Source: an optimization exercise on an open RTL-to-GDS flow (aim: small area and a short achievable clock period). Production flows keep margins and buffers that such runs may drop. At most, simulation tests tie the RTL to the original design; equivalence was not proved. Only the layout flow was run in run 1; the RTL was not checked for function there. In every run shown here, the design's own scripts or RTL, not TritonCTS, make the clock network. The flow treats the clock pin as an ideal source. Dropping or thinning the clock tree relies on that and would not hold on a real chip. No activity file was given, so power comes from the tool's default toggle rates.

==> config.mk <==
export PLATFORM = sky130hd
export DESIGN_NAME = CLA_64_4
export DESIGN_NICKNAME = CLA_64_4
export VERILOG_FILES = /design/flow/design.v
export SDC_FILE = /design/flow/constraint.sdc
export NUM_CORES = 4
export LEC_CHECK = 0
export CAP_MARGIN = 20
export CORE_MARGIN = 2
export CORE_UTILIZATION = 60
export SLEW_MARGIN = 20
export TNS_END_PERCENT = 0
export BUFFER_PORTS_ARGS = -buffer_cell sky130_fd_sc_hd__buf_1
export PRE_CTS_TCL = /design/flow/flow/cts_manual.tcl
export MANUAL_CTS_NLEAF = 8
export MANUAL_CTS_NL1 = 4
export MANUAL_CTS_LEAF = sky130_fd_sc_hd__inv_12
export MANUAL_CTS_L1 = sky130_fd_sc_hd__inv_4
export SETUP_SLACK_MARGIN = 6.5
==> constraint.sdc <==
create_clock -name core_clock -period 9.0 [get_ports {clock}]
set_input_delay 1.8000 -clock core_clock [delete_from_list [all_inputs] [get_ports {clock}]]
set_output_delay 1.8000 -clock core_clock [all_outputs]
set_load 0.01 [all_outputs]
==> design.v <==
`timescale 1ns  / 10 ps
module CLA_4 (      
                    input  Cin,
                    input  [3:0] A, B,
                    output [3:0] Sum,Generate ,Propogate);
wire [3:0] Carry,g,p; 
assign Sum          = (A ^ B^ Carry);
assign g  		    = (A & B);                 
assign p  		    = (A ^ B);				   
assign Generate     =  g;				   
assign Propogate    =  p; 
assign Carry[0] =     Cin ;
assign Carry[1] =  (( Cin & p[0])                    |  g[0]);
assign Carry[2] =  (( Cin & p[0]&p[1] )              | (g[0]&p[1])               |  g[1]);
assign Carry[3] =  (( Cin & p[0]&p[1]&p[2])          | (g[0]&p[1]&p[2])          | (g[1]&p[2])           |  g[2] );
endmodule
`timescale 1ns  / 10 ps
module carry_out_4 (input  Cin,   input  [3:0] g, p, output Cout);
assign Cout =(( Cin & p[0]&p[1]&p[2]&p[3])     | (g[0]&p[1]&p[2]&p[3])     | (g[1]&p[2]&p[3])      | (g[2]&p[3])       |  g[3] );
endmodule
`timescale 1ns  / 10 ps
module carry_out_8 ( input  Cin,   input  [7:0] g, p, output Cout);
assign Cout = (( Cin & p[0]&p[1]&p[2]&p[3]&p[4]&p[5]&p[6]&p[7])  | (g[0]&p[1]&p[2]&p[3]&p[4]&p[5]&p[6]&p[7]) | (g[1]&p[2]&p[3]&p[4]&p[5]&p[6]&p[7])  | (g[2]&p[3]&p[4]&p[5]&p[6]&p[7])   | (g[3]&p[4]&p[5]&p[6]&p[7])    | g[4]&p[5]&p[6]&p[7]   | g[5]&p[6]&p[7]    | g[6]&p[7] | g[7]);  
endmodule
`timescale 1ns  / 10 ps
module carry_out_16 ( input  Cin,   input  [15:0] g, p, output Cout);
assign Cout = (( Cin &  p[0] &p[1]  &p[2]  &p[3]  &p[4]  &p[5]  &p[6]  &p[7]  &p[8]  &p[9]  &p[10] &p[11] &p[12] &p[13] &p[14] &p[15])  | 
                       (g[0] &p[1]  &p[2]  &p[3]  &p[4]  &p[5]  &p[6]  &p[7]  &p[8]  &p[9]  &p[10] &p[11] &p[12] &p[13] &p[14] &p[15])  | 
                       (g[1] &p[2]  &p[3]  &p[4]  &p[5]  &p[6]  &p[7]  &p[8]  &p[9]  &p[10] &p[11] &p[12] &p[13] &p[14] &p[15])  | 
                       (g[2] &p[3]  &p[4]  &p[5]  &p[6]  &p[7]  &p[8]  &p[9]  &p[10] &p[11] &p[12] &p[13] &p[14] &p[15])  | 
                       (g[3] &p[4]  &p[5]  &p[6]  &p[7]  &p[8]  &p[9]  &p[10] &p[11] &p[12] &p[13] &p[14] &p[15])  | 
                       (g[4] &p[5]  &p[6]  &p[7]  &p[8]  &p[9]  &p[10] &p[11] &p[12] &p[13] &p[14] &p[15])  | 
                       (g[5] &p[6]  &p[7]  &p[8]  &p[9]  &p[10] &p[11] &p[12] &p[13] &p[14] &p[15])  | 
                       (g[6] &p[7]  &p[8]  &p[9]  &p[10] &p[11] &p[12] &p[13] &p[14] &p[15])  | 
                       (g[7] &p[8]  &p[9]  &p[10] &p[11] &p[12] &p[13] &p[14] &p[15])  | 
                       (g[8] &p[9]  &p[10] &p[11] &p[12] &p[13] &p[14] &p[15])  | 
                       (g[9] &p[10] &p[11] &p[12] &p[13] &p[14] &p[15])  | 
                      (g[10] &p[11] &p[12] &p[13] &p[14] &p[15])  | 
                      (g[11] &p[12] &p[13] &p[14] &p[15])  | 
                      (g[12] &p[13] &p[14] &p[15])  | 
                      (g[13] &p[14] &p[15])  | 
                      (g[14] &p[15])  | 
                      (g[15])
					   );
endmodule
`timescale 1ns  / 10 ps
module carry_out_32 ( input  Cin,   input  [31:0] g, p, output Cout);
assign Cout = (( Cin &  p[0] &p[1]  &p[2]  &p[3]  &p[4]  &p[5]  &p[6]  &p[7]  &p[8]  &p[9]  &p[10] &p[11] &p[12] &p[13] &p[14] &p[15] &p[16] &p[17] &p[18] &p[19] &p[20] &p[21] &p[22] &p[23] &p[24] &p[25] &p[26] &p[27] &p[28] &p[29] &p[30] &p[31])  | 
                       (g[0] &p[1]  &p[2]  &p[3]  &p[4]  &p[5]  &p[6]  &p[7]  &p[8]  &p[9]  &p[10] &p[11] &p[12] &p[13] &p[14] &p[15] &p[16] &p[17] &p[18] &p[19] &p[20] &p[21] &p[22] &p[23] &p[24] &p[25] &p[26] &p[27] &p[28] &p[29] &p[30] &p[31])  | 
                       (g[1] &p[2]  &p[3]  &p[4]  &p[5]  &p[6]  &p[7]  &p[8]  &p[9]  &p[10] &p[11] &p[12] &p[13] &p[14] &p[15] &p[16] &p[17] &p[18] &p[19] &p[20] &p[21] &p[22] &p[23] &p[24] &p[25] &p[26] &p[27] &p[28] &p[29] &p[30] &p[31])  |  
                       (g[2] &p[3]  &p[4]  &p[5]  &p[6]  &p[7]  &p[8]  &p[9]  &p[10] &p[11] &p[12] &p[13] &p[14] &p[15] &p[16] &p[17] &p[18] &p[19] &p[20] &p[21] &p[22] &p[23] &p[24] &p[25] &p[26] &p[27] &p[28] &p[29] &p[30] &p[31])  | 
                       (g[3] &p[4]  &p[5]  &p[6]  &p[7]  &p[8]  &p[9]  &p[10] &p[11] &p[12] &p[13] &p[14] &p[15] &p[16] &p[17] &p[18] &p[19] &p[20] &p[21] &p[22] &p[23] &p[24] &p[25] &p[26] &p[27] &p[28] &p[29] &p[30] &p[31])  | 
                       (g[4] &p[5]  &p[6]  &p[7]  &p[8]  &p[9]  &p[10] &p[11] &p[12] &p[13] &p[14] &p[15] &p[16] &p[17] &p[18] &p[19] &p[20] &p[21] &p[22] &p[23] &p[24] &p[25] &p[26] &p[27] &p[28] &p[29] &p[30] &p[31])  | 
                       (g[5] &p[6]  &p[7]  &p[8]  &p[9]  &p[10] &p[11] &p[12] &p[13] &p[14] &p[15] &p[16] &p[17] &p[18] &p[19] &p[20] &p[21] &p[22] &p[23] &p[24] &p[25] &p[26] &p[27] &p[28] &p[29] &p[30] &p[31])  | 
                       (g[6] &p[7]  &p[8]  &p[9]  &p[10] &p[11] &p[12] &p[13] &p[14] &p[15] &p[16] &p[17] &p[18] &p[19] &p[20] &p[21] &p[22] &p[23] &p[24] &p[25] &p[26] &p[27] &p[28] &p[29] &p[30] &p[31])  | 
                       (g[7] &p[8]  &p[9]  &p[10] &p[11] &p[12] &p[13] &p[14] &p[15] &p[16] &p[17] &p[18] &p[19] &p[20] &p[21] &p[22] &p[23] &p[24] &p[25] &p[26] &p[27] &p[28] &p[29] &p[30] &p[31])  | 
                       (g[8] &p[9]  &p[10] &p[11] &p[12] &p[13] &p[14] &p[15] &p[16] &p[17] &p[18] &p[19] &p[20] &p[21] &p[22] &p[23] &p[24] &p[25] &p[26] &p[27] &p[28] &p[29] &p[30] &p[31])  | 
                       (g[9] &p[10] &p[11] &p[12] &p[13] &p[14] &p[15] &p[16] &p[17] &p[18] &p[19] &p[20] &p[21] &p[22] &p[23] &p[24] &p[25] &p[26] &p[27] &p[28] &p[29] &p[30] &p[31])  | 
                       (g[10]&p[11] &p[12] &p[13] &p[14] &p[15] &p[16] &p[17] &p[18] &p[19] &p[20] &p[21] &p[22] &p[23] &p[24] &p[25] &p[26] &p[27] &p[28] &p[29] &p[30] &p[31])  | 
                       (g[11]&p[12] &p[13] &p[14] &p[15] &p[16] &p[17] &p[18] &p[19] &p[20] &p[21] &p[22] &p[23] &p[24] &p[25] &p[26] &p[27] &p[28] &p[29] &p[30] &p[31])  | 
                       (g[12]&p[13] &p[14] &p[15] &p[16] &p[17] &p[18] &p[19] &p[20] &p[21] &p[22] &p[23] &p[24] &p[25] &p[26] &p[27] &p[28] &p[29] &p[30] &p[31])  | 
                       (g[13]&p[14] &p[15] &p[16] &p[17] &p[18] &p[19] &p[20] &p[21] &p[22] &p[23] &p[24] &p[25] &p[26] &p[27] &p[28] &p[29] &p[30] &p[31])  | 
                       (g[14]&p[15] &p[16] &p[17] &p[18] &p[19] &p[20] &p[21] &p[22] &p[23] &p[24] &p[25] &p[26] &p[27] &p[28] &p[29] &p[30] &p[31])  | 
                       (g[15]&p[16] &p[17] &p[18] &p[19] &p[20] &p[21] &p[22] &p[23] &p[24] &p[25] &p[26] &p[27] &p[28] &p[29] &p[30] &p[31])  | 
                       (g[16]&p[17] &p[18] &p[19] &p[20] &p[21] &p[22] &p[23] &p[24] &p[25] &p[26] &p[27] &p[28] &p[29] &p[30] &p[31])  | 
                       (g[17]&p[18] &p[19] &p[20] &p[21] &p[22] &p[23] &p[24] &p[25] &p[26] &p[27] &p[28] &p[29] &p[30] &p[31])  | 
                       (g[18]&p[19] &p[20] &p[21] &p[22] &p[23] &p[24] &p[25] &p[26] &p[27] &p[28] &p[29] &p[30] &p[31])  | 
                       (g[19]&p[20] &p[21] &p[22] &p[23] &p[24] &p[25] &p[26] &p[27] &p[28] &p[29] &p[30] &p[31])  | 
                       (g[20]&p[21] &p[22] &p[23] &p[24] &p[25] &p[26] &p[27] &p[28] &p[29] &p[30] &p[31])  | 
                       (g[21]&p[22] &p[23] &p[24] &p[25] &p[26] &p[27] &p[28] &p[29] &p[30] &p[31])  | 
                       (g[22]&p[23] &p[24] &p[25] &p[26] &p[27] &p[28] &p[29] &p[30] &p[31])  | 
                       (g[23]&p[24] &p[25] &p[26] &p[27] &p[28] &p[29] &p[30] &p[31])  | 
                       (g[24]&p[25] &p[26] &p[27] &p[28] &p[29] &p[30] &p[31])  | 
                       (g[25]&p[26] &p[27] &p[28] &p[29] &p[30] &p[31])  | 
                       (g[26]&p[27] &p[28] &p[29] &p[30] &p[31])  | 
                       (g[27]&p[28] &p[29] &p[30] &p[31])  | 
                       (g[28]&p[29] &p[30] &p[31])  | 
                       (g[29]&p[30] &p[31])  | 
                       (g[30]&p[31])  | 
                       (g[31])
                       );
endmodule
`timescale 1ns / 10 ps
module CLA_64_4 (   input  [63:0] a_inp,
                    input  [63:0] b_inp,
                    output reg [63:0] s_out,
                    output reg        c_out,
                    input         clock,
                    input         reset);
reg  [2:0] u0;
wire [2:0] n0 = {1'b0, a_inp[1:0]} + {1'b0, b_inp[1:0]};
reg  [2:0] u1;
wire [2:0] n1 = {1'b0, a_inp[3:2]} + {1'b0, b_inp[3:2]};
reg  [2:0] u2;
wire [2:0] n2 = {1'b0, a_inp[5:4]} + {1'b0, b_inp[5:4]};
reg  [2:0] u3;
wire [2:0] n3 = {1'b0, a_inp[7:6]} + {1'b0, b_inp[7:6]};
reg  [2:0] u4;
wire [2:0] n4 = {1'b0, a_inp[9:8]} + {1'b0, b_inp[9:8]};
reg  [2:0] u5;
wire [2:0] n5 = {1'b0, a_inp[11:10]} + {1'b0, b_inp[11:10]};
reg  [2:0] u6;
wire [2:0] n6 = {1'b0, a_inp[13:12]} + {1'b0, b_inp[13:12]};
reg  [2:0] u7;
wire [2:0] n7 = {1'b0, a_inp[15:14]} + {1'b0, b_inp[15:14]};
reg  [2:0] u8;
wire [2:0] n8 = {1'b0, a_inp[17:16]} + {1'b0, b_inp[17:16]};
reg  [2:0] u9;
wire [2:0] n9 = {1'b0, a_inp[19:18]} + {1'b0, b_inp[19:18]};
reg  [2:0] u10;
wire [2:0] n10 = {1'b0, a_inp[21:20]} + {1'b0, b_inp[21:20]};
reg  [2:0] u11;
wire [2:0] n11 = {1'b0, a_inp[23:22]} + {1'b0, b_inp[23:22]};
reg  [2:0] u12;
wire [2:0] n12 = {1'b0, a_inp[25:24]} + {1'b0, b_inp[25:24]};
reg  [2:0] u13;
wire [2:0] n13 = {1'b0, a_inp[27:26]} + {1'b0, b_inp[27:26]};
reg  [2:0] u14;
wire [2:0] n14 = {1'b0, a_inp[29:28]} + {1'b0, b_inp[29:28]};
reg  [2:0] u15;
wire [2:0] n15 = {1'b0, a_inp[31:30]} + {1'b0, b_inp[31:30]};
reg  [2:0] u16;
wire [2:0] n16 = {1'b0, a_inp[33:32]} + {1'b0, b_inp[33:32]};
reg  [2:0] u17;
wire [2:0] n17 = {1'b0, a_inp[35:34]} + {1'b0, b_inp[35:34]};
reg  [2:0] u18;
wire [2:0] n18 = {1'b0, a_inp[37:36]} + {1'b0, b_inp[37:36]};
reg  [2:0] u19;
wire [2:0] n19 = {1'b0, a_inp[39:38]} + {1'b0, b_inp[39:38]};
reg  [2:0] u20;
wire [2:0] n20 = {1'b0, a_inp[41:40]} + {1'b0, b_inp[41:40]};
reg  [2:0] u21;
wire [2:0] n21 = {1'b0, a_inp[43:42]} + {1'b0, b_inp[43:42]};
reg  [2:0] u22;
wire [2:0] n22 = {1'b0, a_inp[45:44]} + {1'b0, b_inp[45:44]};
reg  [2:0] u23;
wire [2:0] n23 = {1'b0, a_inp[47:46]} + {1'b0, b_inp[47:46]};
reg  [2:0] u24;
wire [2:0] n24 = {1'b0, a_inp[49:48]} + {1'b0, b_inp[49:48]};
reg  [2:0] u25;
wire [2:0] n25 = {1'b0, a_inp[51:50]} + {1'b0, b_inp[51:50]};
reg  [2:0] u26;
wire [2:0] n26 = {1'b0, a_inp[53:52]} + {1'b0, b_inp[53:52]};
reg  [2:0] u27;
wire [2:0] n27 = {1'b0, a_inp[55:54]} + {1'b0, b_inp[55:54]};
reg  [2:0] u28;
wire [2:0] n28 = {1'b0, a_inp[57:56]} + {1'b0, b_inp[57:56]};
reg  [2:0] u29;
wire [2:0] n29 = {1'b0, a_inp[59:58]} + {1'b0, b_inp[59:58]};
reg  [2:0] u30;
wire [2:0] n30 = {1'b0, a_inp[61:60]} + {1'b0, b_inp[61:60]};
reg  [2:0] u31;
wire [2:0] n31 = {1'b0, a_inp[63:62]} + {1'b0, b_inp[63:62]};
wire g0_0 = u0[2];
wire p0_0 = &u0[1:0];
wire g1_1 = u1[2];
wire p1_1 = &u1[1:0];
wire g2_2 = u2[2];
wire p2_2 = &u2[1:0];
wire g3_3 = u3[2];
wire p3_3 = &u3[1:0];
wire g4_4 = u4[2];
wire p4_4 = &u4[1:0];
wire g5_5 = u5[2];
wire p5_5 = &u5[1:0];
wire g6_6 = u6[2];
wire p6_6 = &u6[1:0];
wire g7_7 = u7[2];
wire p7_7 = &u7[1:0];
wire g8_8 = u8[2];
wire p8_8 = &u8[1:0];
wire g9_9 = u9[2];
wire p9_9 = &u9[1:0];
wire g10_10 = u10[2];
wire p10_10 = &u10[1:0];
wire g11_11 = u11[2];
wire p11_11 = &u11[1:0];
wire g12_12 = u12[2];
wire p12_12 = &u12[1:0];
wire g13_13 = u13[2];
wire p13_13 = &u13[1:0];
wire g14_14 = u14[2];
wire p14_14 = &u14[1:0];
wire g15_15 = u15[2];
wire p15_15 = &u15[1:0];
wire g16_16 = u16[2];
wire p16_16 = &u16[1:0];
wire g17_17 = u17[2];
wire p17_17 = &u17[1:0];
wire g18_18 = u18[2];
wire p18_18 = &u18[1:0];
wire g19_19 = u19[2];
wire p19_19 = &u19[1:0];
wire g20_20 = u20[2];
wire p20_20 = &u20[1:0];
wire g21_21 = u21[2];
wire p21_21 = &u21[1:0];
wire g22_22 = u22[2];
wire p22_22 = &u22[1:0];
wire g23_23 = u23[2];
wire p23_23 = &u23[1:0];
wire g24_24 = u24[2];
wire p24_24 = &u24[1:0];
wire g25_25 = u25[2];
wire p25_25 = &u25[1:0];
wire g26_26 = u26[2];
wire p26_26 = &u26[1:0];
wire g27_27 = u27[2];
wire p27_27 = &u27[1:0];
wire g28_28 = u28[2];
wire p28_28 = &u28[1:0];
wire g29_29 = u29[2];
wire p29_29 = &u29[1:0];
wire g30_30 = u30[2];
wire p30_30 = &u30[1:0];
wire g31_31 = u31[2];
wire p31_31 = &u31[1:0];
wire g1_0 = g1_1 | (p1_1 & g0_0);
wire g3_2 = g3_3 | (p3_3 & g2_2);
wire p3_2 = p3_3 & p2_2;
wire g5_4 = g5_5 | (p5_5 & g4_4);
wire p5_4 = p5_5 & p4_4;
wire g7_6 = g7_7 | (p7_7 & g6_6);
wire p7_6 = p7_7 & p6_6;
wire g9_8 = g9_9 | (p9_9 & g8_8);
wire p9_8 = p9_9 & p8_8;
wire g11_10 = g11_11 | (p11_11 & g10_10);
wire p11_10 = p11_11 & p10_10;
wire g13_12 = g13_13 | (p13_13 & g12_12);
wire p13_12 = p13_13 & p12_12;
wire g15_14 = g15_15 | (p15_15 & g14_14);
wire p15_14 = p15_15 & p14_14;
wire g17_16 = g17_17 | (p17_17 & g16_16);
wire p17_16 = p17_17 & p16_16;
wire g19_18 = g19_19 | (p19_19 & g18_18);
wire p19_18 = p19_19 & p18_18;
wire g21_20 = g21_21 | (p21_21 & g20_20);
wire p21_20 = p21_21 & p20_20;
wire g23_22 = g23_23 | (p23_23 & g22_22);
wire p23_22 = p23_23 & p22_22;
wire g25_24 = g25_25 | (p25_25 & g24_24);
wire p25_24 = p25_25 & p24_24;
wire g27_26 = g27_27 | (p27_27 & g26_26);
wire p27_26 = p27_27 & p26_26;
wire g29_28 = g29_29 | (p29_29 & g28_28);
wire p29_28 = p29_29 & p28_28;
wire g31_30 = g31_31 | (p31_31 & g30_30);
wire p31_30 = p31_31 & p30_30;
wire g3_0 = g3_2 | (p3_2 & g1_0);
wire g7_4 = g7_6 | (p7_6 & g5_4);
wire p7_4 = p7_6 & p5_4;
wire g11_8 = g11_10 | (p11_10 & g9_8);
wire p11_8 = p11_10 & p9_8;
wire g15_12 = g15_14 | (p15_14 & g13_12);
wire p15_12 = p15_14 & p13_12;
wire g19_16 = g19_18 | (p19_18 & g17_16);
wire p19_16 = p19_18 & p17_16;
wire g23_20 = g23_22 | (p23_22 & g21_20);
wire p23_20 = p23_22 & p21_20;
wire g27_24 = g27_26 | (p27_26 & g25_24);
wire p27_24 = p27_26 & p25_24;
wire g31_28 = g31_30 | (p31_30 & g29_28);
wire p31_28 = p31_30 & p29_28;
wire g5_0 = g5_4 | (p5_4 & g3_0);
wire g7_0 = g7_4 | (p7_4 & g3_0);
wire g13_8 = g13_12 | (p13_12 & g11_8);
wire p13_8 = p13_12 & p11_8;
wire g15_8 = g15_12 | (p15_12 & g11_8);
wire p15_8 = p15_12 & p11_8;
wire g21_16 = g21_20 | (p21_20 & g19_16);
wire p21_16 = p21_20 & p19_16;
wire g23_16 = g23_20 | (p23_20 & g19_16);
wire p23_16 = p23_20 & p19_16;
wire g29_24 = g29_28 | (p29_28 & g27_24);
wire p29_24 = p29_28 & p27_24;
wire g31_24 = g31_28 | (p31_28 & g27_24);
wire p31_24 = p31_28 & p27_24;
wire g9_0 = g9_8 | (p9_8 & g7_0);
wire g11_0 = g11_8 | (p11_8 & g7_0);
wire g13_0 = g13_8 | (p13_8 & g7_0);
wire g15_0 = g15_8 | (p15_8 & g7_0);
wire g25_16 = g25_24 | (p25_24 & g23_16);
wire p25_16 = p25_24 & p23_16;
wire g27_16 = g27_24 | (p27_24 & g23_16);
wire p27_16 = p27_24 & p23_16;
wire g29_16 = g29_24 | (p29_24 & g23_16);
wire p29_16 = p29_24 & p23_16;
wire g31_16 = g31_24 | (p31_24 & g23_16);
wire p31_16 = p31_24 & p23_16;
wire g17_0 = g17_16 | (p17_16 & g15_0);
wire g19_0 = g19_16 | (p19_16 & g15_0);
wire g21_0 = g21_16 | (p21_16 & g15_0);
wire g23_0 = g23_16 | (p23_16 & g15_0);
wire g25_0 = g25_16 | (p25_16 & g15_0);
wire g27_0 = g27_16 | (p27_16 & g15_0);
wire g29_0 = g29_16 | (p29_16 & g15_0);
wire g31_0 = g31_16 | (p31_16 & g15_0);
wire g2_0 = g2_2 | (p2_2 & g1_0);
wire g4_0 = g4_4 | (p4_4 & g3_0);
wire g6_0 = g6_6 | (p6_6 & g5_0);
wire g8_0 = g8_8 | (p8_8 & g7_0);
wire g10_0 = g10_10 | (p10_10 & g9_0);
wire g12_0 = g12_12 | (p12_12 & g11_0);
wire g14_0 = g14_14 | (p14_14 & g13_0);
wire g16_0 = g16_16 | (p16_16 & g15_0);
wire g18_0 = g18_18 | (p18_18 & g17_0);
wire g20_0 = g20_20 | (p20_20 & g19_0);
wire g22_0 = g22_22 | (p22_22 & g21_0);
wire g24_0 = g24_24 | (p24_24 & g23_0);
wire g26_0 = g26_26 | (p26_26 & g25_0);
wire g28_0 = g28_28 | (p28_28 & g27_0);
wire g30_0 = g30_30 | (p30_30 & g29_0);
wire c0 = 1'b0;
wire c1 = g0_0;
wire c2 = g1_0;
wire c3 = g2_0;
wire c4 = g3_0;
wire c5 = g4_0;
wire c6 = g5_0;
wire c7 = g6_0;
wire c8 = g7_0;
wire c9 = g8_0;
wire c10 = g9_0;
wire c11 = g10_0;
wire c12 = g11_0;
wire c13 = g12_0;
wire c14 = g13_0;
wire c15 = g14_0;
wire c16 = g15_0;
wire c17 = g16_0;
wire c18 = g17_0;
wire c19 = g18_0;
wire c20 = g19_0;
wire c21 = g20_0;
wire c22 = g21_0;
wire c23 = g22_0;
wire c24 = g23_0;
wire c25 = g24_0;
wire c26 = g25_0;
wire c27 = g26_0;
wire c28 = g27_0;
wire c29 = g28_0;
wire c30 = g29_0;
wire c31 = g30_0;
wire c32 = g31_0;
wire [1:0] t0 = u0[1:0] + {1'd0, c0};
wire [1:0] t1 = u1[1:0] + {1'd0, c1};
wire [1:0] t2 = u2[1:0] + {1'd0, c2};
wire [1:0] t3 = u3[1:0] + {1'd0, c3};
wire [1:0] t4 = u4[1:0] + {1'd0, c4};
wire [1:0] t5 = u5[1:0] + {1'd0, c5};
wire [1:0] t6 = u6[1:0] + {1'd0, c6};
wire [1:0] t7 = u7[1:0] + {1'd0, c7};
wire [1:0] t8 = u8[1:0] + {1'd0, c8};
wire [1:0] t9 = u9[1:0] + {1'd0, c9};
wire [1:0] t10 = u10[1:0] + {1'd0, c10};
wire [1:0] t11 = u11[1:0] + {1'd0, c11};
wire [1:0] t12 = u12[1:0] + {1'd0, c12};
wire [1:0] t13 = u13[1:0] + {1'd0, c13};
wire [1:0] t14 = u14[1:0] + {1'd0, c14};
wire [1:0] t15 = u15[1:0] + {1'd0, c15};
wire [1:0] t16 = u16[1:0] + {1'd0, c16};
wire [1:0] t17 = u17[1:0] + {1'd0, c17};
wire [1:0] t18 = u18[1:0] + {1'd0, c18};
wire [1:0] t19 = u19[1:0] + {1'd0, c19};
wire [1:0] t20 = u20[1:0] + {1'd0, c20};
wire [1:0] t21 = u21[1:0] + {1'd0, c21};
wire [1:0] t22 = u22[1:0] + {1'd0, c22};
wire [1:0] t23 = u23[1:0] + {1'd0, c23};
wire [1:0] t24 = u24[1:0] + {1'd0, c24};
wire [1:0] t25 = u25[1:0] + {1'd0, c25};
wire [1:0] t26 = u26[1:0] + {1'd0, c26};
wire [1:0] t27 = u27[1:0] + {1'd0, c27};
wire [1:0] t28 = u28[1:0] + {1'd0, c28};
wire [1:0] t29 = u29[1:0] + {1'd0, c29};
wire [1:0] t30 = u30[1:0] + {1'd0, c30};
wire [1:0] t31 = u31[1:0] + {1'd0, c31};
always @(posedge clock or posedge reset)
begin
    if (reset)
        begin
            s_out <= 64'b0;
            c_out <= 1'b0;
            u0 <= 'b0;
            u1 <= 'b0;
            u2 <= 'b0;
            u3 <= 'b0;
            u4 <= 'b0;
            u5 <= 'b0;
            u6 <= 'b0;
            u7 <= 'b0;
            u8 <= 'b0;
            u9 <= 'b0;
            u10 <= 'b0;
            u11 <= 'b0;
            u12 <= 'b0;
            u13 <= 'b0;
            u14 <= 'b0;
            u15 <= 'b0;
            u16 <= 'b0;
            u17 <= 'b0;
            u18 <= 'b0;
            u19 <= 'b0;
            u20 <= 'b0;
            u21 <= 'b0;
            u22 <= 'b0;
            u23 <= 'b0;
            u24 <= 'b0;
            u25 <= 'b0;
            u26 <= 'b0;
            u27 <= 'b0;
            u28 <= 'b0;
            u29 <= 'b0;
            u30 <= 'b0;
            u31 <= 'b0;
        end
    else
        begin
            u0 <= n0;
            u1 <= n1;
            u2 <= n2;
            u3 <= n3;
            u4 <= n4;
            u5 <= n5;
            u6 <= n6;
            u7 <= n7;
            u8 <= n8;
            u9 <= n9;
            u10 <= n10;
            u11 <= n11;
            u12 <= n12;
            u13 <= n13;
            u14 <= n14;
            u15 <= n15;
            u16 <= n16;
            u17 <= n17;
            u18 <= n18;
            u19 <= n19;
            u20 <= n20;
            u21 <= n21;
            u22 <= n22;
            u23 <= n23;
            u24 <= n24;
            u25 <= n25;
            u26 <= n26;
            u27 <= n27;
            u28 <= n28;
            u29 <= n29;
            u30 <= n30;
            u31 <= n31;
            s_out <= {t31, t30, t29, t28, t27, t26, t25, t24, t23, t22, t21, t20, t19, t18, t17, t16, t15, t14, t13, t12, t11, t10, t9, t8, t7, t6, t5, t4, t3, t2, t1, t0};
            c_out <= c32;
        end
end
endmodule
==> flow/run.sh <==
#!/bin/bash
set -e
cat >> config.mk <<CFG
export BUFFER_PORTS_ARGS = -buffer_cell sky130_fd_sc_hd__buf_1
export PRE_CTS_TCL = $PWD/flow/cts_manual.tcl
export MANUAL_CTS_NLEAF = 8
export MANUAL_CTS_NL1 = 4
export MANUAL_CTS_LEAF = sky130_fd_sc_hd__inv_12
export MANUAL_CTS_L1 = sky130_fd_sc_hd__inv_4
export SETUP_SLACK_MARGIN = 6.5
CFG
bash standard.sh > standard.log 2>&1
==> flow/cts_manual.tcl <==
# Pre-CTS hook: a small, balanced clock tree built by hand.
# The flip-flops are split by balanced k-means on their placed locations
# into NLEAF groups; each group gets a leaf clock buffer at its centre. The
# leaf buffers are split the same way into NL1 groups, each driven by one
# first-level buffer, and the first-level buffers are driven by the clock
# port (NL1 = 0: the leaves hang on the port). Every flip-flop sits behind
# the same number of buffers, so all of them get the same clock latency up
# to wire and load differences. The standard clock_tree_synthesis call that
# follows in cts.tcl is turned into a no-op. The buffers may be inverters
# (both levels then, so the flip-flops see the clock's own polarity).

# balanced k-means: items are {obj x y}; returns the group index of each item
proc mcts_cluster {items k} {
  set n [llength $items]
  set sorted [lsort -integer -index 1 $items]
  set centres {}
  for {set g 0} {$g < $k} {incr g} {
    set lo [expr {$g * $n / $k}]
    set hi [expr {($g + 1) * $n / $k - 1}]
    set ax 0; set ay 0
    foreach s [lrange $sorted $lo $hi] { incr ax [lindex $s 1]; incr ay [lindex $s 2] }
    set m [expr {max(1, $hi - $lo + 1)}]
    lappend centres [list [expr {$ax / $m}] [expr {$ay / $m}]]
  }
  set cap [expr {($n + $k - 1) / $k}]
  for {set iter 0} {$iter < 40} {incr iter} {
    set pairs {}
    set i 0
    foreach s $items {
      for {set g 0} {$g < $k} {incr g} {
        set c [lindex $centres $g]
        set dx [expr {[lindex $s 1] - [lindex $c 0]}]
        set dy [expr {[lindex $s 2] - [lindex $c 1]}]
        lappend pairs [list [expr {$dx * $dx + $dy * $dy}] $i $g]
      }
      incr i
    }
    set pairs [lsort -integer -index 0 $pairs]
    array unset asg
    for {set g 0} {$g < $k} {incr g} { set cnt($g) 0; set sx($g) 0; set sy($g) 0 }
    foreach p $pairs {
      lassign $p d i g
      if {[info exists asg($i)] || $cnt($g) >= $cap} continue
      set asg($i) $g
      incr cnt($g)
    }
    for {set i 0} {$i < $n} {incr i} {
      incr sx($asg($i)) [lindex [lindex $items $i] 1]
      incr sy($asg($i)) [lindex [lindex $items $i] 2]
    }
    set centres {}
    for {set g 0} {$g < $k} {incr g} {
      lappend centres [list [expr {$sx($g) / max(1, $cnt($g))}] [expr {$sy($g) / max(1, $cnt($g))}]]
    }
  }
  set out {}
  for {set i 0} {$i < $n} {incr i} { lappend out $asg($i) }
  return [list $out $centres]
}

proc mcts_centre {iterm} {
  set bb [[$iterm getInst] getBBox]
  return [list $iterm [expr {([$bb xMin] + [$bb xMax]) / 2}] [expr {([$bb yMin] + [$bb yMax]) / 2}]]
}

# one buffer per group: moves each group's sinks onto a new net driven by
# the buffer; returns the buffers' input pins as items
proc mcts_level {block master items k name driver_net} {
  lassign [mcts_cluster $items $k] asg centres
  set outs {}
  for {set g 0} {$g < $k} {incr g} {
    set inst [odb::dbInst_create $block $master "${name}_$g"]
    set net [odb::dbNet_create $block "${name}_net_$g"]
    $net setSigType CLOCK
    set opin X
    if {[$master findMTerm Y] ne "NULL"} { set opin Y }
    [$inst findITerm $opin] connect $net
    [$inst findITerm A] connect $driver_net
    lassign [lindex $centres $g] cx cy
    $inst setLocation [expr {$cx - [$master getWidth] / 2}] [expr {$cy - [$master getHeight] / 2}]
    $inst setPlacementStatus PLACED
    set bnet($g) $net
    set cnt($g) 0
    lappend outs [mcts_centre [$inst findITerm A]]
  }
  set i 0
  foreach s $items {
    set it [lindex $s 0]
    $it disconnect
    $it connect $bnet([lindex $asg $i])
    incr cnt([lindex $asg $i])
    incr i
  }
  for {set g 0} {$g < $k} {incr g} { puts "manual cts: $name $g drives $cnt($g) pins near [lindex $centres $g]" }
  return $outs
}

proc manual_cts {} {
  set nleaf 8
  set nl1 2
  set leafcell sky130_fd_sc_hd__clkbuf_16
  set l1cell sky130_fd_sc_hd__clkbuf_16
  if {[info exists ::env(MANUAL_CTS_NLEAF)]} { set nleaf $::env(MANUAL_CTS_NLEAF) }
  if {[info exists ::env(MANUAL_CTS_NL1)]} { set nl1 $::env(MANUAL_CTS_NL1) }
  if {[info exists ::env(MANUAL_CTS_LEAF)]} { set leafcell $::env(MANUAL_CTS_LEAF) }
  if {[info exists ::env(MANUAL_CTS_L1)]} { set l1cell $::env(MANUAL_CTS_L1) }
  set db [ord::get_db]
  set block [ord::get_db_block]
  set clk_net [$block findNet clock]
  set sinks {}
  foreach it [$clk_net getITerms] { lappend sinks [mcts_centre $it] }
  puts "manual cts: [llength $sinks] clock sinks, $nleaf leaf buffers, $nl1 first-level buffers"
  set leaves [mcts_level $block [$db findMaster $leafcell] $sinks $nleaf clkbuf_leaf $clk_net]
  if {$nl1 > 0} {
    mcts_level $block [$db findMaster $l1cell] $leaves $nl1 clkbuf_l1 $clk_net
  }
}
manual_cts

set_propagated_clock [all_clocks]
# cts.tcl next calls repair_clock_inverters, which would clone the tree's
# inverters per load, and then clock_tree_synthesis; the tree is complete,
# so both are skipped.
rename repair_clock_inverters orig_repair_clock_inverters
proc repair_clock_inverters {args} { puts "manual cts: repair_clock_inverters skipped" }
rename clock_tree_synthesis orig_clock_tree_synthesis
proc clock_tree_synthesis {args} { puts "manual cts: clock_tree_synthesis skipped" }

# The port buffers are all made from one cell by buffer_ports; the output
# ports' buffers may be swapped to another (PORT_OUT_BUF).
if {[info exists ::env(PORT_OUT_BUF)]} {
  set m [[ord::get_db] findMaster $::env(PORT_OUT_BUF)]
  set k 0
  foreach bt [[ord::get_db_block] getBTerms] {
    if {[$bt getIoType] ne "OUTPUT"} continue
    set drv [[$bt getNet] getFirstOutput]
    if {$drv eq "NULL"} continue
    [$drv getInst] swapMaster $m
    incr k
  }
  puts "port buffers: $k output port drivers made $::env(PORT_OUT_BUF)"
}
==> standard.sh <==
#!/bin/bash
# synth_recipe.tcl (not shown) runs the flow's synth.tcl, then flattens the netlist and writes it again
# the make line also repeats each setting of config.mk as NAME=value (left out here)
make -C /OpenROAD-flow-scripts/flow DESIGN_CONFIG=/design/flow/config.mk WORK_HOME=/design/flow/orfs CLKGATE_MAP_FILE= SYNTH_SCRIPT=/design/flow/synth_recipe.tcl "${@:-finish}"
==> results.py, run 1 <==
metrics = {
    "setup_path": {
        "reg2reg_depth": 10,
        "crit_path_end_kind": "flip-flop",
        "required_ns": 9.04,
        "cp_max_fo": 4,
        "arrival_ns": 2.61,
        "path_class": "reg -> reg",
        "cp-start-kind": "flip-flop",
    },
    "power": {
        "ir_drop_mv": 0.139,
        "p_clk_share_pct": 20.9,
        "switchingPower_uw": 483,
        "design_power_total_mw": 1.49,
        "p_leak_nw": 3.46,
        "seq_power_share_pct": 60.3,
        "pwr-share-comb_pct": 18.8,
        "sw_frac_of_total_pct": 32.3,
        "p_int_mw": 1.01,
        "p_per_area_nw_per_um2": 195,
    },
    "synth": {
        "yosysTopAreaCell": "dfrtp_1",
        "synth.area.top_cells": "dfrtp_1, ha_1, fa_1, xor2_1, a31o_2",
        "synth_enable_flop_cells": 0,
        "syn_area_um2": 6420,
        "synth_xor_area_share_pct": 4.23,
        "ys_seq_area_share_pct": 62.7,
        "synth.top_cell.area_share_pct": 62.7,
        "synth_common_cells": "dfrtp_1, ha_1, fa_1, xor2_1, nand2_1",
        "synth-seq-cells": 161,
        "ys_warn_count": 1,
        "synth-compound-area-share_pct": 6.18,
        "avgSynthCellArea_um2": 16.1,
        "synth_cells": 399,
        "synth_fa_ha_area_share_pct": 22.3,
        "synth_top_family_by_area": "adder cells",
        "synth_top_flop_cell": "dfrtp_1",
        "syn_nets": 624,
        "synth_cell_types": 38,
        "yosysMostFrequentCell": "dfrtp_1",
        "yosys.area_share.simple_pct": 4.13,
        "synthMuxAreaShare_pct": 0,
        "synth-async-reset-ratio_pct": 100,
    },
    "route": {
        "routed_wl_um": 11900,
        "drc_errors": 0,
        "via_count": 3863,
        "avgRoutedWirePerCell_um": 15.9,
        "drtIter0Drc": 175,
        "vias_per_cell": 5.16,
        "dr.pass1.iters": 4,
        "postRouteAntennaNets": 0,
    },
    "floorplan": {
        "std_cell_rows": 37,
        "core_area_um2": 10400,
        "die_w_um": 107,
        "die-area_um2": 11500,
        "io_pins": 195,
        "initial_core_util_pct": 61.9,
        "die_h_um": 107,
    },
    "worst_hold_path": {
        "hold_depth": 0,
        "hold_path.class": "reg -> reg",
    },
    "cells_and_area": {
        "area_growth_syn_to_layout_pct": 19.0,
        "nets": 840,
        "fill_cells": 718,
        "largest-register": "s_out",
        "drive_gt1_share_pct": 7.67,
        "seq_area_um2": 4030,
        "largest_reg_flops": 64,
        "n_antenna_cell": 0,
        "multi_input_area_um2": 2410,
    },
    "global_routing": {
        "grt_pass1_vias": 4080,
        "grt_usage_pct": 20.7,
        "antenna_found_initial": 0,
        "grt_pass1_wl_um": 18700,
        "busiest_layer": "met2",
        "grt_start_max_net_pins": 71,
        "use_met2_pct": 37.2,
        "overflow": 0,
        "use_met3_pct": 2.60,
        "grtUsageMet1_pct": 27.4,
    },
    "clock_network": {
        "insertion_delay_ns": 0.16,
        "path_clk_slew_ns": 0.08,
    },
    "sta": {
        "slew_headroom_pct": 73.4,
        "finalMaxSlewViolations": 0,
        "setup_violations": 0,
        "skew_ns": 0.0139,
        "fin_setup_tns_ns": 0,
        "tightest_slew_ns": 0.396,
        "fin_crit_ns": 2.58,
        "fmax_ghz": 0.388,
        "rsz0062_at_grt": "true",
        "hold_viol": 0,
        "post-route-period-util_pct": 28.6,
        "holdWs_ns": 0.356,
    },
    "run_status": {
        "status": "no timing/DRC/antenna violations",
    },
    "placed_design": {
        "gp_congestion": 0.748,
        "portBuffers": 194,
        "hpwl_um": 9140,
    },
    "job": {
        "maxCapViolations": 0,
    },
}
cell usage in the layout, fill, tap and decap left out, drive strengths merged, types with 2 or more instances in the layout:
cell / instances
fa: 32
nand2: 20
and4: 3
nor2: 12
o21ai: 5
a211oi: 2
xor2: 31
nor3: 7
or2: 2
ha: 63
o21bai: 4
a21oi: 7
nand3: 2
inv: 19
dfrtp: 161
a31o: 12
a31oi: 6
buf: 201
nand4: 5
a311oi: 3
metal layers:
metal | up-vias | wire, um
li1 | 1810 | -
met1 | 1899 | 4870
met2 | 134 | 6060
met3 | 20 | 653
met4 | 0 | 294
met5 | - | 0
worst max-delay path, stage by stage (launching register included):
cell      delay, ns
dfrtp_1        0.40
a311oi_2       0.36
o31ai_2        0.12
a32o_2         0.30
and4_4         0.17
a21oi_4        0.22
o22a_1         0.19
o221ai_2       0.12
a31o_2         0.22
ha_1           0.18
xor2_1         0.15
timing repair:
action	4_1_cts	5_1_grt
buffers inserted	4	1
endpoints found under the setup margin	138	139
pin swaps	11	8
gates resized for setup	13	3
gates cloned	1	0
hold buffers	0	0
worst paths after layout:
check	startpoint	to	slack, ns
max	u4[2]	s_out[63]	6.42
min	u0[0]	s_out[0]	0.36
max reg2reg	u4[2]	s_out[63]	6.42
min reg2reg	u0[0]	s_out[0]	0.36
max in group asynchronous	reset	u18[1]	6.54
min in group asynchronous	reset	u14[0]	1.72
final cells by class:
type	count	share of cell area [%]
Multi-Input combinational cell	230	31.5
Inverter	20	2.47
Timing Repair Buffer	202	11.1
Tap cell	136	2.23
Sequential cell	161	52.7
through the flow:
stage               utilization [%]  worst slack (ns)  cell area, um^2  cells
floorplan                         -              5.16             6420    399
global placement               70.8              5.24             7340    731
detailed placement             70.8              5.18             7340    731
CTS                            73.5              6.39             7620    748
global route                   73.7              6.34             7640    749
finish                         73.7              6.42             7640    749
logic make-up after synthesis:
logic type      Yosys count
compound gates           49
xor+xnor                 31
fa+ha+maj                95
buf+inv                   8
flops                   161
simple gates             55
power by group through the flow:
stage	clock, mW	sequential (mW)	combinational (mW)
floorplan	0	0.938	0.112
global placement	0	0.911	0.261
detailed placement	0	0.913	0.275
CTS	0.321	0.901	0.286
global route	0.349	0.914	0.319
finish	0.312	0.901	0.281
==> run 2: changes to the inputs <==
--- a/design.v
+++ b/design.v
@@ -246,70 +246,104 @@
 wire p29_28 = p29_29 & p28_28;
 wire g31_30 = g31_31 | (p31_31 & g30_30);
 wire p31_30 = p31_31 & p30_30;
+wire g2_0 = g2_2 | (p2_2 & g1_0);
 wire g3_0 = g3_2 | (p3_2 & g1_0);
+wire g6_4 = g6_6 | (p6_6 & g5_4);
+wire p6_4 = p6_6 & p5_4;
 wire g7_4 = g7_6 | (p7_6 & g5_4);
 wire p7_4 = p7_6 & p5_4;
+wire g10_8 = g10_10 | (p10_10 & g9_8);
+wire p10_8 = p10_10 & p9_8;
 wire g11_8 = g11_10 | (p11_10 & g9_8);
 wire p11_8 = p11_10 & p9_8;
+wire g14_12 = g14_14 | (p14_14 & g13_12);
+wire p14_12 = p14_14 & p13_12;
 wire g15_12 = g15_14 | (p15_14 & g13_12);
 wire p15_12 = p15_14 & p13_12;
+wire g18_16 = g18_18 | (p18_18 & g17_16);
+wire p18_16 = p18_18 & p17_16;
 wire g19_16 = g19_18 | (p19_18 & g17_16);
 wire p19_16 = p19_18 & p17_16;
+wire g22_20 = g22_22 | (p22_22 & g21_20);
+wire p22_20 = p22_22 & p21_20;
 wire g23_20 = g23_22 | (p23_22 & g21_20);
 wire p23_20 = p23_22 & p21_20;
+wire g26_24 = g26_26 | (p26_26 & g25_24);
+wire p26_24 = p26_26 & p25_24;
 wire g27_24 = g27_26 | (p27_26 & g25_24);
 wire p27_24 = p27_26 & p25_24;
+wire g30_28 = g30_30 | (p30_30 & g29_28);
+wire p30_28 = p30_30 & p29_28;
 wire g31_28 = g31_30 | (p31_30 & g29_28);
 wire p31_28 = p31_30 & p29_28;
+wire g4_0 = g4_4 | (p4_4 & g3_0);
 wire g5_0 = g5_4 | (p5_4 & g3_0);
+wire g6_0 = g6_4 | (p6_4 & g3_0);
 wire g7_0 = g7_4 | (p7_4 & g3_0);
+wire g12_8 = g12_12 | (p12_12 & g11_8);
+wire p12_8 = p12_12 & p11_8;
 wire g13_8 = g13_12 | (p13_12 & g11_8);
 wire p13_8 = p13_12 & p11_8;
+wire g14_8 = g14_12 | (p14_12 & g11_8);
+wire p14_8 = p14_12 & p11_8;
 wire g15_8 = g15_12 | (p15_12 & g11_8);
 wire p15_8 = p15_12 & p11_8;
+wire g20_16 = g20_20 | (p20_20 & g19_16);
+wire p20_16 = p20_20 & p19_16;
 wire g21_16 = g21_20 | (p21_20 & g19_16);
 wire p21_16 = p21_20 & p19_16;
+wire g22_16 = g22_20 | (p22_20 & g19_16);
+wire p22_16 = p22_20 & p19_16;
 wire g23_16 = g23_20 | (p23_20 & g19_16);
 wire p23_16 = p23_20 & p19_16;
+wire g28_24 = g28_28 | (p28_28 & g27_24);
+wire p28_24 = p28_28 & p27_24;
 wire g29_24 = g29_28 | (p29_28 & g27_24);
 wire p29_24 = p29_28 & p27_24;
+wire g30_24 = g30_28 | (p30_28 & g27_24);
+wire p30_24 = p30_28 & p27_24;
 wire g31_24 = g31_28 | (p31_28 & g27_24);
 wire p31_24 = p31_28 & p27_24;
+wire g8_0 = g8_8 | (p8_8 & g7_0);
 wire g9_0 = g9_8 | (p9_8 & g7_0);
+wire g10_0 = g10_8 | (p10_8 & g7_0);
 wire g11_0 = g11_8 | (p11_8 & g7_0);
+wire g12_0 = g12_8 | (p12_8 & g7_0);
 wire g13_0 = g13_8 | (p13_8 & g7_0);
+wire g14_0 = g14_8 | (p14_8 & g7_0);
 wire g15_0 = g15_8 | (p15_8 & g7_0);
+wire g24_16 = g24_24 | (p24_24 & g23_16);
+wire p24_16 = p24_24 & p23_16;
 wire g25_16 = g25_24 | (p25_24 & g23_16);
 wire p25_16 = p25_24 & p23_16;
+wire g26_16 = g26_24 | (p26_24 & g23_16);
+wire p26_16 = p26_24 & p23_16;
 wire g27_16 = g27_24 | (p27_24 & g23_16);
 wire p27_16 = p27_24 & p23_16;
+wire g28_16 = g28_24 | (p28_24 & g23_16);
+wire p28_16 = p28_24 & p23_16;
 wire g29_16 = g29_24 | (p29_24 & g23_16);
 wire p29_16 = p29_24 & p23_16;
+wire g30_16 = g30_24 | (p30_24 & g23_16);
+wire p30_16 = p30_24 & p23_16;
 wire g31_16 = g31_24 | (p31_24 & g23_16);
 wire p31_16 = p31_24 & p23_16;
+wire g16_0 = g16_16 | (p16_16 & g15_0);
 wire g17_0 = g17_16 | (p17_16 & g15_0);
+wire g18_0 = g18_16 | (p18_16 & g15_0);
 wire g19_0 = g19_16 | (p19_16 & g15_0);
+wire g20_0 = g20_16 | (p20_16 & g15_0);
 wire g21_0 = g21_16 | (p21_16 & g15_0);
+wire g22_0 = g22_16 | (p22_16 & g15_0);
 wire g23_0 = g23_16 | (p23_16 & g15_0);
+wire g24_0 = g24_16 | (p24_16 & g15_0);
 wire g25_0 = g25_16 | (p25_16 & g15_0);
+wire g26_0 = g26_16 | (p26_16 & g15_0);
 wire g27_0 = g27_16 | (p27_16 & g15_0);
+wire g28_0 = g28_16 | (p28_16 & g15_0);
 wire g29_0 = g29_16 | (p29_16 & g15_0);
+wire g30_0 = g30_16 | (p30_16 & g15_0);
 wire g31_0 = g31_16 | (p31_16 & g15_0);
-wire g2_0 = g2_2 | (p2_2 & g1_0);
-wire g4_0 = g4_4 | (p4_4 & g3_0);
-wire g6_0 = g6_6 | (p6_6 & g5_0);
-wire g8_0 = g8_8 | (p8_8 & g7_0);
-wire g10_0 = g10_10 | (p10_10 & g9_0);
-wire g12_0 = g12_12 | (p12_12 & g11_0);
-wire g14_0 = g14_14 | (p14_14 & g13_0);
-wire g16_0 = g16_16 | (p16_16 & g15_0);
-wire g18_0 = g18_18 | (p18_18 & g17_0);
-wire g20_0 = g20_20 | (p20_20 & g19_0);
-wire g22_0 = g22_22 | (p22_22 & g21_0);
-wire g24_0 = g24_24 | (p24_24 & g23_0);
-wire g26_0 = g26_26 | (p26_26 & g25_0);
-wire g28_0 = g28_28 | (p28_28 & g27_0);
-wire g30_0 = g30_30 | (p30_30 & g29_0);
 wire c0 = 1'b0;
 wire c1 = g0_0;
 wire c2 = g1_0;
--- a/flow/run.sh
+++ b/flow/run.sh
@@ -7,6 +7,5 @@
 export MANUAL_CTS_NL1 = 4
 export MANUAL_CTS_LEAF = sky130_fd_sc_hd__inv_12
 export MANUAL_CTS_L1 = sky130_fd_sc_hd__inv_4
-export SETUP_SLACK_MARGIN = 6.5
 CFG
 bash standard.sh > standard.log 2>&1
--- a/config.mk
+++ b/config.mk
@@ -9,11 +9,9 @@
 export CORE_MARGIN = 2
 export CORE_UTILIZATION = 60
 export SLEW_MARGIN = 20
-export TNS_END_PERCENT = 0
 export BUFFER_PORTS_ARGS = -buffer_cell sky130_fd_sc_hd__buf_1
 export PRE_CTS_TCL = /design/flow/flow/cts_manual.tcl
 export MANUAL_CTS_NLEAF = 8
 export MANUAL_CTS_NL1 = 4
 export MANUAL_CTS_LEAF = sky130_fd_sc_hd__inv_12
 export MANUAL_CTS_L1 = sky130_fd_sc_hd__inv_4
-export SETUP_SLACK_MARGIN = 6.5
==> results.py, run 2 <==
metrics = {
    "power": {
        "ir_drop_mv": 0.112,
        "design_power_total_mw": 1.47,
        "p_leak_nw": 3.39,
        "p_per_area_nw_per_um2": 197,
    },
    "synth": {
        "yosys.area_share.simple_pct": 3.73,
        "synth-compound-area-share_pct": 6.41,
        "synth_cell_types": 38,
        "avgSynthCellArea_um2": 16.4,
        "syn_nets": 616,
        "synth_common_cells": "dfrtp_1, ha_1, fa_1, xor2_1, nand2_1",
        "synth_cells": 391,
        "synth_top_family_by_area": "adder cells",
        "yosysTopAreaCell": "dfrtp_1",
        "synth-seq-cells": 161,
        "synth_enable_flop_cells": 0,
        "ys_seq_area_share_pct": 62.9,
        "yosysMostFrequentCell": "dfrtp_1",
        "synth_fa_ha_area_share_pct": 22.3,
        "synth_top_flop_cell": "dfrtp_1",
        "syn_area_um2": 6400,
        "synth.area.top_cells": "dfrtp_1, ha_1, fa_1, xor2_1, a31o_2",
        "synth_xor_area_share_pct": 4.24,
        "synth-async-reset-ratio_pct": 100,
        "synthMuxAreaShare_pct": 0,
        "synth.top_cell.area_share_pct": 62.9,
        "ys_warn_count": 1,
    },
    "sta": {
        "tightest_slew_ns": 0.726,
        "setup_ws_ns": 6.09,
        "finalMaxSlewViolations": 0,
        "post-route-period-util_pct": 32.3,
        "fin_setup_tns_ns": 0,
        "fmax_ghz": 0.344,
        "hold_viol": 0,
        "slew_headroom_pct": 51.6,
        "rsz0062_at_grt": "false",
        "fin_crit_ns": 2.91,
        "setup_violations": 0,
        "skew_ns": 0.0188,
    },
    "floorplan": {
        "die-area_um2": 11500,
        "core_area_um2": 10300,
        "initial_core_util_pct": 62.0,
        "die_h_um": 107,
        "io_pins": 195,
        "die_w_um": 107,
        "std_cell_rows": 37,
    },
    "setup_path": {
        "reg2reg_slack_ns": 6.55,
        "required_ns": 9.21,
        "path_class": "in -> async",
        "cp-start-kind": "input pin",
        "cp_max_fo": 86,
        "arrival_ns": 3.12,
        "worstReg2RegEnd": "s_out[63]",
        "crit_path_end_kind": "asynchronous set/reset pin",
        "reg2reg_from": "u9[0]",
        "reg2reg_depth": 8,
    },
    "route": {
        "via_count": 3808,
        "drtIter0Drc": 120,
        "postRouteAntennaNets": 0,
        "avgRoutedWirePerCell_um": 15.1,
        "vias_per_cell": 5.19,
        "drc_errors": 0,
        "routed_wl_um": 11100,
        "dr.pass1.iters": 5,
    },
    "worst_hold_path": {
        "hold_path.class": "reg -> reg",
        "hold_end": "s_out[0]",
        "hold_start": "u0[0]",
        "hold_depth": 0,
    },
    "global_routing": {
        "overflow": 0,
        "grt_pass1_wl_um": 17800,
        "antenna_found_initial": 0,
        "grt_usage_pct": 19.6,
        "grt_pass1_vias": 3947,
        "grt_start_max_net_pins": 87,
    },
    "cells_and_area": {
        "final_common_cell": "buf_1",
        "largest_reg_flops": 64,
        "fin_cells": 734,
        "area_growth_syn_to_layout_pct": 16.7,
        "drive_gt1_share_pct": 5.35,
        "n_antenna_cell": 0,
        "final_cell_mix": "buf_1, dfrtp_1, ha_1",
        "largest-register": "s_out",
        "final_core_util_pct": 72.4,
        "nets": 825,
        "fill_cells": 720,
    },
    "clock_network": {
        "post-cts-setup-buffers": 0,
        "post_cts_resized": 0,
        "hold_buffers": 0,
        "path_clk_slew_ns": 0.08,
        "insertion_delay_ns": 0.16,
    },
    "placed_design": {
        "gp_congestion": 0.808,
        "portBuffers": 194,
        "dpl_worst_slack_ns": 5.51,
        "placed_cells": 722,
        "hpwl_um": 8880,
    },
    "run_status": {
        "status": "no timing/DRC/antenna violations",
    },
    "job": {
        "maxCapViolations": 0,
    },
}
## run 2: cell types whose count changed after synthesis, moves of 3 or more
cell | previous run | this run
a31oi_1 | 6 | 10
nand2_1 | 20 | 15
nor3_1 | 7 | 3
nor2_1 | 11 | 8
## run 2: layout make-up
type / count / area, um^2 / share of cell area [%]
inverters: 18 / 183 / 2.45
repair buffers: 195 / 739 / 9.90
multi-input cells: 224 / 2350 / 31.5
flip-flops and latches: 161 / 4030 / 53.9
well taps: 136 / 170 / 2.28
## run 2: worst max path at each step
stage          startpoint         to  slack [ns]  depth (start not counted)
6_report            reset      u9[0]        6.09                          3
5_1_grt             reset  s_out[21]        5.81                          3
4_1_cts             reset     u10[1]        5.68                          3
3_5_place_dp        reset  s_out[15]        5.51                          3
3_3_place_gp        reset      u7[0]        5.54                          3
2_1_floorplan       reset      c_out        2.85                          1
## run 2: metal layers
metal,share of wire [%],track usage [%],vias up
met3,6.1,2.54,27
met1,42,26.5,1856
met2,49,34.1,142
met5,0,0,-
met4,2.9,5.10,0
li1,-,-,1783
## run 2: critical path: stages
cell and delay, ns:
buf_1 0.12, inv_6 0.47, buf_6 0.65
## run 2: power by group
group	switching, mW	internal [mW]	leakage, nW
registers	0.0592	0.839	1.90
logic	0.157	0.107	1.42
clock network	0.258	0.0552	0.0762
total	0.474	1.00	3.39
## run 2: stage by stage
step,cell area (um^2),hold WS (ns)
3_3_place_gp,7310,0.337
4_1_cts,7470,0.360
3_5_place_dp,7310,0.342
6_report,7470,0.356
5_1_grt,7470,0.361
2_1_floorplan,6400,0.331
## run 2: cells by family (layout without fill, tap and decap cells)
family | Yosys count | count (layout)
AO/OA/AOI/OAI | 52 | 52
XOR/XNOR | 31 | 31
adder cells (fa/ha/maj) | 95 | 95
buffers and inverters | 6 | 213
flip-flops | 161 | 161
AND/OR/NAND/NOR | 46 | 46
==> run 3: changes to the inputs <==
--- a/flow/run.sh
+++ b/flow/run.sh
@@ -7,5 +7,6 @@
 export MANUAL_CTS_NL1 = 4
 export MANUAL_CTS_LEAF = sky130_fd_sc_hd__inv_12
 export MANUAL_CTS_L1 = sky130_fd_sc_hd__inv_4
+export SETUP_SLACK_MARGIN = 6.5
 CFG
 bash standard.sh > standard.log 2>&1
--- a/config.mk
+++ b/config.mk
@@ -9,9 +9,11 @@
 export CORE_MARGIN = 2
 export CORE_UTILIZATION = 60
 export SLEW_MARGIN = 20
+export TNS_END_PERCENT = 0
 export BUFFER_PORTS_ARGS = -buffer_cell sky130_fd_sc_hd__buf_1
 export PRE_CTS_TCL = /design/flow/flow/cts_manual.tcl
 export MANUAL_CTS_NLEAF = 8
 export MANUAL_CTS_NL1 = 4
 export MANUAL_CTS_LEAF = sky130_fd_sc_hd__inv_12
 export MANUAL_CTS_L1 = sky130_fd_sc_hd__inv_4
+export SETUP_SLACK_MARGIN = 6.5
==> results.py, run 3 <==
metrics = {
    "global_routing": {
        "grt_pass1_vias": 3958,
        "antenna_found_initial": 0,
        "grt_start_max_net_pins": 162,
        "overflow": 0,
        "grt_usage_pct": 19.5,
        "grt_pass1_wl_um": 18000,
    },
    "synth": {
        "synth.area.top_cells": "dfrtp_1, ha_1, fa_1, xor2_1, a31o_2",
        "synth-async-reset-ratio_pct": 100,
        "synth_cells": 391,
        "yosysMostFrequentCell": "dfrtp_1",
        "syn_area_um2": 6400,
        "synth_enable_flop_cells": 0,
        "ys_warn_count": 1,
        "synthMuxAreaShare_pct": 0,
        "yosys.area_share.simple_pct": 3.73,
        "ys_seq_area_share_pct": 62.9,
        "synth_top_flop_cell": "dfrtp_1",
        "yosysTopAreaCell": "dfrtp_1",
        "synth-seq-cells": 161,
        "synth_top_family_by_area": "adder cells",
        "synth_fa_ha_area_share_pct": 22.3,
        "synth.top_cell.area_share_pct": 62.9,
        "syn_nets": 616,
        "synth_cell_types": 38,
        "synth_common_cells": "dfrtp_1, ha_1, fa_1, xor2_1, nand2_1",
        "synth-compound-area-share_pct": 6.41,
        "synth_xor_area_share_pct": 4.24,
        "avgSynthCellArea_um2": 16.4,
    },
    "route": {
        "avgRoutedWirePerCell_um": 15.1,
        "postRouteAntennaNets": 0,
        "vias_per_cell": 5.20,
        "via_count": 3818,
        "drc_errors": 0,
        "drtIter0Drc": 134,
        "dr.pass1.iters": 4,
        "routed_wl_um": 11100,
    },
    "placed_design": {
        "gp_congestion": 0.804,
        "hpwl_um": 8720,
        "portBuffers": 194,
        "placed_cell_area_um2": 7320,
    },
    "floorplan": {
        "die-area_um2": 11500,
        "std_cell_rows": 37,
        "die_w_um": 107,
        "core_area_um2": 10300,
        "io_pins": 195,
        "die_h_um": 107,
        "initial_core_util_pct": 62.0,
    },
    "clock_network": {
        "hold_buffers": 0,
        "insertion_delay_ns": 0.16,
        "path_clk_slew_ns": 0.07,
        "post-cts-setup-buffers": 0,
    },
    "sta": {
        "slew_headroom_pct": 48.8,
        "holdWs_ns": 0.352,
        "skew_ns": 0.0131,
        "rsz0062_at_grt": "true",
        "fin_setup_tns_ns": 0,
        "setup_violations": 0,
        "post-route-period-util_pct": 27.8,
        "hold_viol": 0,
        "fmax_ghz": 0.399,
        "finalMaxSlewViolations": 0,
        "fin_crit_ns": 2.51,
        "tightest_slew_ns": 0.768,
    },
    "power": {
        "p_leak_nw": 3.40,
        "ir_drop_mv": 0.133,
        "p_per_area_nw_per_um2": 196,
    },
    "setup_path": {
        "crit_family": "adder cells",
        "worstReg2RegEnd": "s_out[63]",
        "worst-path-buf-inv": 1,
        "cpPeakStageDelay_ns": 0.45,
        "required_ns": 9.02,
        "reg2reg_slack_ns": 6.53,
        "arrival_ns": 2.53,
        "crit_path_end_kind": "flip-flop",
        "reg2reg_from": "u1[1]",
        "reg2reg_depth": 9,
        "path_class": "in -> reg",
        "cp_max_fo": 1,
        "path_cells": "buf_1 -> ha_1 -> fa_1",
        "slowest_stage": "fa_1",
        "cp-start-kind": "input pin",
    },
    "cells_and_area": {
        "final_core_util_pct": 72.6,
        "stdcell_area_um2": 7500,
        "final_common_cell": "buf_1",
        "final_cell_mix": "buf_1, dfrtp_1, ha_1",
        "fill_cells": 724,
        "area_growth_syn_to_layout_pct": 17.1,
        "largest_reg_flops": 64,
        "nets": 825,
        "largest-register": "s_out",
        "n_antenna_cell": 0,
        "drive_gt1_share_pct": 5.85,
    },
    "worst_hold_path": {
        "hold_start": "u0[0]",
        "hold_path.class": "reg -> reg",
        "hold_end": "s_out[0]",
        "hold_depth": 0,
    },
    "job": {
        "maxCapViolations": 0,
    },
    "run_status": {
        "status": "no timing/DRC/antenna violations",
    },
}
run 3: worst max-delay path by stage:
| stage | start | end | slack [ns] | depth (start not counted) |
|---|---|---|---|---|
| floorplan | reset | c_out | 5.16 | 1 |
| global placement | reset | s_out[39] | 6.36 | 3 |
| detailed placement | a_inp[32] | u16[1] | 6.31 | 3 |
| CTS | a_inp[44] | u22[1] | 6.49 | 3 |
| global route | reset | u2[1] | 6.44 | 3 |
| finish | a_inp[44] | u22[1] | 6.49 | 3 |
run 3: final cells by class:
| type | count | area [um^2] | share of cell area (%) |
|---|---|---|---|
| inverters | 18 | 181 | 2.42 |
| multi-input cells | 224 | 2360 | 31.5 |
| flip-flops and latches | 161 | 4030 | 53.7 |
| well taps | 136 | 170 | 2.27 |
| repair buffers | 195 | 756 | 10.1 |
run 3: layer usage:
| metal | wire length (um) | vias to the layer above | track usage, % |
|---|---|---|---|
| met5 | 0 | - | 0 |
| met1 | 4660 | 1861 | 27.7 |
| met2 | 5400 | 146 | 32.9 |
| met3 | 740 | 24 | 2.54 |
| met4 | 265 | 0 | 4.45 |
| li1 | - | 1787 | - |
run 3: cells by family (layout without fill, tap and decap cells):
kind of cell    Yosys count  in the layout
fa+ha+maj                95             95
compound gates           52             52
simple gates             46             46
xor+xnor                 31             31
flops                   161            161
buf+inv                   6            213
run 3: what timing repair did:
item                       4_1_cts  5_1_grt
hold endpoints to repair         0        0
setup endpoints to repair        3      194
pin swaps                        0        1
resized for setup                1        3
run 3: where the power goes:
group	internal, mW	switching (mW)	total, mW
clock network	0.0552	0.251	0.307
registers	0.839	0.0626	0.901
logic	0.107	0.156	0.263
total	1.00	0.470	1.47
run 3: metrics by stage:
stage / cells / total power, mW / worst slack [ns]
floorplan: 391 / 1.05 / 5.16
global placement: 722 / 1.17 / 6.36
detailed placement: 722 / 1.18 / 6.31
CTS: 734 / 1.49 / 6.49
global route: 734 / 1.56 / 6.44
finish: 734 / 1.47 / 6.49
==> run 4: changes to the inputs <==
--- a/config.mk
+++ b/config.mk
@@ -7,7 +7,7 @@
 export LEC_CHECK = 0
 export CAP_MARGIN = 20
 export CORE_MARGIN = 2
-export CORE_UTILIZATION = 60
+export CORE_UTILIZATION = 55
 export SLEW_MARGIN = 20
 export TNS_END_PERCENT = 0
 export BUFFER_PORTS_ARGS = -buffer_cell sky130_fd_sc_hd__buf_1
==> results.py, run 4 <==
metrics = {
    "run_status": {
        "status": "no timing/DRC/antenna violations",
    },
    "sta": {
        "post-route-period-util_pct": 28.0,
        "slew_headroom_pct": 74.7,
        "fmax_ghz": 0.396,
        "skew_ns": 0.0192,
        "fin_crit_ns": 2.52,
        "hold_viol": 0,
        "fin_setup_tns_ns": 0,
        "setup_violations": 0,
        "tightest_slew_ns": 0.376,
        "holdWs_ns": 0.353,
        "finalMaxSlewViolations": 0,
        "rsz0062_at_grt": "true",
    },
    "cells_and_area": {
        "n_antenna_cell": 0,
        "drive_gt1_share_pct": 6.32,
        "area_growth_syn_to_layout_pct": 18.7,
        "final_core_util_pct": 66.8,
        "final_common_cell": "buf_1",
        "largest-register": "s_out",
        "nets": 828,
        "final_cell_mix": "buf_1, dfrtp_1, ha_1",
        "fill_cells": 872,
        "largest_reg_flops": 64,
    },
    "synth": {
        "yosysTopAreaCell": "dfrtp_1",
        "synth.top_cell.area_share_pct": 62.9,
        "synth-seq-cells": 161,
        "syn_nets": 616,
        "synth_cells": 391,
        "synth_common_cells": "dfrtp_1, ha_1, fa_1, xor2_1, nand2_1",
        "ys_seq_area_share_pct": 62.9,
        "synth-async-reset-ratio_pct": 100,
        "yosysMostFrequentCell": "dfrtp_1",
        "synth_enable_flop_cells": 0,
        "synth_top_flop_cell": "dfrtp_1",
        "syn_area_um2": 6400,
        "synth.area.top_cells": "dfrtp_1, ha_1, fa_1, xor2_1, a31o_2",
        "synth_cell_types": 38,
        "ys_warn_count": 1,
        "avgSynthCellArea_um2": 16.4,
    },
    "global_routing": {
        "antenna_found_initial": 0,
        "grt_pass1_vias": 4084,
        "grt_usage_pct": 18.4,
        "overflow": 0,
        "grt_start_max_net_pins": 82,
        "grt_pass1_wl_um": 18700,
    },
    "route": {
        "met1_length_um": 4720,
        "via_count": 3806,
        "drtIter0Drc": 137,
        "routed_wl_um": 11200,
        "top_layer_used": "met4",
        "postRouteAntennaNets": 0,
        "wl_met3_um": 766,
        "avgRoutedWirePerCell_um": 15.1,
        "dr.pass1.iters": 4,
        "met2_length_um": 5520,
        "drc_errors": 0,
        "vias_per_cell": 5.12,
    },
    "setup_path": {
        "required_ns": 9.02,
        "arrival_ns": 2.54,
        "reg2reg_slack_ns": 6.53,
        "path_class": "in -> reg",
        "crit_path_end_kind": "flip-flop",
        "cp_max_fo": 1,
        "crit_start": "a_inp[46]",
        "reg2reg_depth": 9,
        "reg2reg_from": "u1[1]",
        "cp-start-kind": "input pin",
        "endpoint": "u23[1]",
        "worstReg2RegEnd": "s_out[63]",
    },
    "floorplan": {
        "die_h_um": 112,
        "core_area_um2": 11400,
        "io_pins": 195,
        "die_w_um": 112,
        "std_cell_rows": 39,
        "initial_core_util_pct": 56.3,
        "die-area_um2": 12500,
    },
    "power": {
        "p_leak_nw": 3.44,
        "p_per_area_nw_per_um2": 195,
        "p_int_mw": 1.01,
        "ir_drop_mv": 0.138,
        "sw_frac_of_total_pct": 32.0,
        "p_clk_share_pct": 21.0,
        "pwr-share-comb_pct": 18.3,
        "switchingPower_uw": 473,
        "seq_power_share_pct": 60.6,
    },
    "placed_design": {
        "portBuffers": 194,
        "hpwl_um": 8540,
        "gp_congestion": 0.766,
    },
    "clock_network": {
        "insertion_delay_ns": 0.16,
        "hold_buffers": 0,
        "path_clk_slew_ns": 0.07,
        "post-cts-setup-buffers": 0,
    },
    "job": {
        "maxCapViolations": 0,
    },
    "worst_hold_path": {
        "hold_path.class": "reg -> reg",
    },
}
[run 4: cell counts after synthesis]
No cell type changed its count.
[run 4: worst min path at each step]
stage | from | end | cells after the start
6_report | u0[1] | s_out[1] | 0
5_1_grt | u0[0] | s_out[0] | 0
4_1_cts | u0[1] | s_out[1] | 0
3_5_place_dp | u0[1] | s_out[1] | 0
3_3_place_gp | u0[0] | s_out[0] | 0
2_1_floorplan | u0[0] | s_out[0] | 0
[run 4: kinds of logic (layout without fill, tap and decap cells)]
kind of cell / count (synthesis) / in the layout / share of synthesized area [%]
AND/OR/NAND/NOR: 46 / 46 / 3.73
flip-flops: 161 / 161 / 62.9
XOR/XNOR: 31 / 31 / 4.24
buffers and inverters: 6 / 216 / 0.352
adder cells (fa/ha/maj): 95 / 95 / 22.3
AO/OA/AOI/OAI: 52 / 52 / 6.41
[run 4: area by class of cell]
cell class                 instances  area, um^2  area share [%]
timing repair buffer             198         841            11.1
inverter                          18         181            2.39
sequential                       161        4030            53.0
tap                              143         179            2.36
multi-input combinational        224        2370            31.2
[run 4: metrics by stage]
step / cell area [um^2] / setup WS (ns) / std cells / power, mW
after floorplan: 6400 / 5.16 / 391 / 1.05
after detailed placement: 7330 / 5.15 / 730 / 1.18
after global placement: 7330 / 5.23 / 730 / 1.17
after CTS: 7550 / 6.48 / 743 / 1.50
final: 7600 / 6.48 / 744 / 1.48
after global routing: 7600 / 6.41 / 744 / 1.58
[run 4: power groups by stage]
stage	Combinational (mW)	Sequential, mW	Clock, mW
floorplan	0.109	0.938	0
global placement	0.260	0.910	0
detailed placement	0.270	0.910	0
CTS	0.276	0.897	0.328
global route	0.310	0.911	0.355
finish	0.271	0.897	0.311
[run 4: worst max-delay path: stages]
cell and delay [ns]:
buf_1 0.07, ha_1 0.20, fa_1 0.47
[run 4: routing by layer]
layer	track usage [%]	vias to the layer above
met3	3.05	16
met1	25.7	1866
met4	3.05	0
met5	0	-
li1	-	1793
met2	31.5	131
[run 4: timing repair]
item                                    CTS  global route
endpoints found under the setup margin  168            77
cloned                                    1             1
gates resized for setup                   7             4
endpoints found under the hold margin     0             0
